This design comes from an exercise in tuning for small area on the open sky130 flow, not from production work. In this exercise RTL edits were held to simulation tests only and were not proved equivalent to the original. No activity file was given, so power comes from the tool's default toggle rates.

==> inputs of 09-19 <==
// klotski
module klotski(
    input         clk,
    input         rst,
    input  [2:0]  mode,
    input  [4:0]  keyCode,
    input         keyReady,
    input  [9:0]  col,
    input  [8:0]  row,
    input  [11:0] Din,
    input         test,
    input  [4:0]  testnum,
    input  [4:0]  testnum2,
    output [11:0] Dout,
    output [4:0]  ROMmux,
    output [12:0] ROMaddr,
    output        DisplayMux,
    output        rdn,
    output [15:0] DisplaySerial,
    output [4:0]  cur_q,
    output [4:0]  loc_q
);
    wire [4:0] RAMData, RAMaddr, SyncAddr, RAMwrite, locout, RAMaddr2, locin;
    wire       RAMaddrEN, RAMMux, RAMMux2, RAMaddrEN2, RAMMux3;
    wire [2:0] ROMmux2;
    wire [4:0] init_d, cur_a, cur_d, loc_a;
    control u_control(
        .clk(clk), .rst(rst), .mode(mode), .col(col), .row(row), .Din(Din),
        .test(test), .testnum(testnum), .testnum2(testnum2),
        .keyCode(keyCode), .keyReady(keyReady),
        .RAMData(RAMData), .locout(locout),
        .Dout(Dout), .DisplayMux(DisplayMux), .DisplaySerial(DisplaySerial), .rdn_o(rdn),
        .RAMaddr(RAMaddr), .SyncAddr(SyncAddr), .RAMwrite(RAMwrite), .RAMaddr2(RAMaddr2),
        .locin(locin), .ROMmux2(ROMmux2),
  ...
make LEC_CHECK=0 ABC_AREA=1 CAP_MARGIN=0 CORE_MARGIN=2 CORE_UTILIZATION=60 SLEW_MARGIN=0 finish   # period 15.0 ns
run.sh (not shown) runs the stock make flow with config.mk's settings and CLKGATE_MAP_FILE= SYNTH_SCRIPT=/design/flow/synth_recipe.tcl, a recipe that flattens the netlist after the stock synthesis.
==> 08-25: changes against 09-19 <==
- CAP_MARGIN: 0 -> 20
- CORE_UTILIZATION: 60 -> 40
- SLEW_MARGIN: 0 -> 20
==> 02-21: changes against 09-19 <==
==> flow/flow/run.sh (new file) <==
#!/bin/bash
# Own layout flow: the standard synthesis, then the combinational logic
# re-mapped by ABC for area (flip-flops untouched), then the standard
# floorplan-to-finish flow on the re-mapped netlist.
set -euo pipefail
W=$(pwd)
RES=$W/orfs/results/${FLOW_PLATFORM}/klotski/base
LIB=$FLOW_HOME/platforms/${FLOW_PLATFORM}/lib/sky130_fd_sc_hd__tt_025C_1v80.lib

bash standard.sh synth > $W/synth.log 2>&1
cp $RES/1_2_yosys.v $W/standard_synth.v

REMAP_LIB=$LIB REMAP_IN=$W/standard_synth.v REMAP_TOP=$FLOW_TOP \
REMAP_SCRIPT=$W/flow/area.abc REMAP_STAT=$W/remap_stat.txt REMAP_OUT=$W/remapped.v \
    yosys -c $W/flow/remap.tcl > $W/remap.log 2>&1

cp $W/remapped.v $RES/1_2_yosys.v
rm -f $RES/1_synth.odb $RES/1_synth.sdc
bash standard.sh finish > $W/layout.log 2>&1
==> flow/flow/area.abc (new file) <==
strash
dch -f
map -a
strash
dch -f
map -a
topo
==> flow/flow/remap.tcl (new file) <==
# Re-map the combinational logic of the standard synthesis netlist for area.
# The flip-flops and tie cells keep their cell types and instance names.
yosys -import
set lib     $::env(REMAP_LIB)
set netlist $::env(REMAP_IN)
set top     $::env(REMAP_TOP)
set script  $::env(REMAP_SCRIPT)

# cells ABC must not use: the platform's don't-use cells (lpflow_*, probes)
set dont_use {}
set fh [open $lib r]
while {[gets $fh line] >= 0} {
    if {[regexp {^\s*cell\s*\(\s*"?(sky130_fd_sc_hd__(lpflow_|probe)[A-Za-z0-9_]*)"?\s*\)} $line -> name]} {
        lappend dont_use -dont_use $name
    }
}
close $fh

read_liberty -ignore_miss_func $lib
# sequential, tie and multi-output cells stay as they are
foreach c {sky130_fd_sc_hd__edfxtp_1 sky130_fd_sc_hd__dfxtp_1 sky130_fd_sc_hd__conb_1} {
    blackbox $c
}
read_verilog $netlist
hierarchy -top $top
flatten
hierarchy -top $top
opt_clean -purge
abc -liberty $lib -script $script {*}$dont_use
opt_clean -purge
read_liberty -lib -overwrite $lib
hilomap -singleton -hicell sky130_fd_sc_hd__conb_1 HI -locell sky130_fd_sc_hd__conb_1 LO
splitnets
opt_clean -purge
yosys rename -enumerate -pattern remap_%
insbuf -buf sky130_fd_sc_hd__buf_4 A X
check -assert
tee -o $::env(REMAP_STAT) stat -liberty $lib
write_verilog -noattr -nohex -nodec $::env(REMAP_OUT)
==> flow/standard.sh (new file) <==
#!/bin/bash
# synth_recipe.tcl (not shown) runs the flow's synth.tcl, then flattens the netlist and writes it again
# the make line also repeats each setting of config.mk as NAME=value (left out here)
make -C /OpenROAD-flow-scripts/flow DESIGN_CONFIG=/design/flow/config.mk WORK_HOME=/design/flow/orfs CLKGATE_MAP_FILE= SYNTH_SCRIPT=/design/flow/synth_recipe.tcl "${@:-finish}"
- CAP_MARGIN: 0 -> 20
- CORE_UTILIZATION: 60 -> 40
- SLEW_MARGIN: 0 -> 20
removed: flow/run.sh
==> run summary <==
Against 02-21, the final cell count of 09-19 is higher by about 18%.
Via count, lowest first: 02-21, 08-25, 09-19.
Register-to-register slack, highest first: 08-25, 09-19, 02-21.
Against 09-19, the sequential share of layout area of 08-25 is lower by 0.62 points.
Of 02-21 and 09-19, 09-19 has the higher combinational power (gap 43%, measured against 09-19).
Of 08-25 and 09-19, 08-25 has the higher hold slack (gap 0.025 ns).
Synthesized cell count: 08-25 is higher than 02-21 (35%).
==> figures <==
Outcome: 08-25 timing/DRC/antenna clean; 02-21 timing/DRC/antenna clean; 09-19 timing/DRC/antenna clean
Slowest cell delay on critical path: 08-25 0.65 ns; 02-21 0.63 ns; 09-19 0.68 ns
#FFs+latches synth: 08-25 400; 02-21 -; 09-19 400
Routed met3 length: 08-25 5003 um; 02-21 4437 um; 09-19 6041 um
XOR/XNOR share of the synthesized area: 08-25 1.880%; 02-21 -; 09-19 1.880%
Post-synthesis instance total: 08-25 2616; 02-21 1932; 09-19 2616
Post-synthesis net count: 08-25 2772; 02-21 1985; 09-19 2772
Mux cell area share after synthesis: 08-25 0%; 02-21 -; 09-19 0%
Share of layout cells above drive strength 1: 08-25 7.251%; 02-21 6.983%; 09-19 7.122%
Endpoint of the worst hold path: 08-25 u_control.RAMMux2; 02-21 u_control.RAMMux; 09-19 u_location.mem[17][0]
Cell accounting for the most synthesized area: 08-25 sky130_fd_sc_hd__edfxtp_1; 02-21 -; 09-19 sky130_fd_sc_hd__edfxtp_1
Critical-path maximum fanout: 08-25 16; 02-21 24; 09-19 16
Cell count after placement: 08-25 3384; 02-21 2645; 09-19 3139
Clock buffer count from CTS: 08-25 46; 02-21 42; 09-19 42
Fraction of power spent switching nets: 08-25 32.24%; 02-21 28.00%; 09-19 31.07%
Post-placement worst setup slack: 08-25 2.579 ns; 02-21 1.771 ns; 09-19 2.751 ns

[static timing again, ports no longer ideal]
No port has a modelled driver above. Below, the same layouts with a new extraction and two added sets of constraints. Step 1 (the two cells are an assumption about what drives the block):
set clk [get_ports {clk}]
set_driving_cell -lib_cell sky130_fd_sc_hd__clkbuf_16 $clk
set_driving_cell -lib_cell sky130_fd_sc_hd__buf_2 [delete_from_list [all_inputs] $clk]
Step 2 also shifts input and output timing later by t, the mid clock arrival at the registers, as if the neighbouring blocks saw the same clock. a / b / c = no drivers / after step 1 / after step 2; a / b = the first two.
run | t, ns | setup slack, ns | latest minus earliest clock arrival (ns) | worst slew at a driven data input, ns | pins driven straight from the clock port
09-19 | 0.634 | 2.731 / 2.694 / 2.694 | 0.014 / 0.014 | 0.06 | 1
08-25 | 0.639 | 2.584 / 2.540 / 2.540 | 0.025 / 0.025 | 0.06 | 1
02-21 | 0.619 | 1.612 / 1.585 / 1.585 | 0.017 / 0.016 | 0.06 | 1
After both steps setup and hold are still met in every run listed. For 08-25, which loses most, drivers alone change the setup slack by -0.044 ns; drivers and shift together by -0.044 ns.
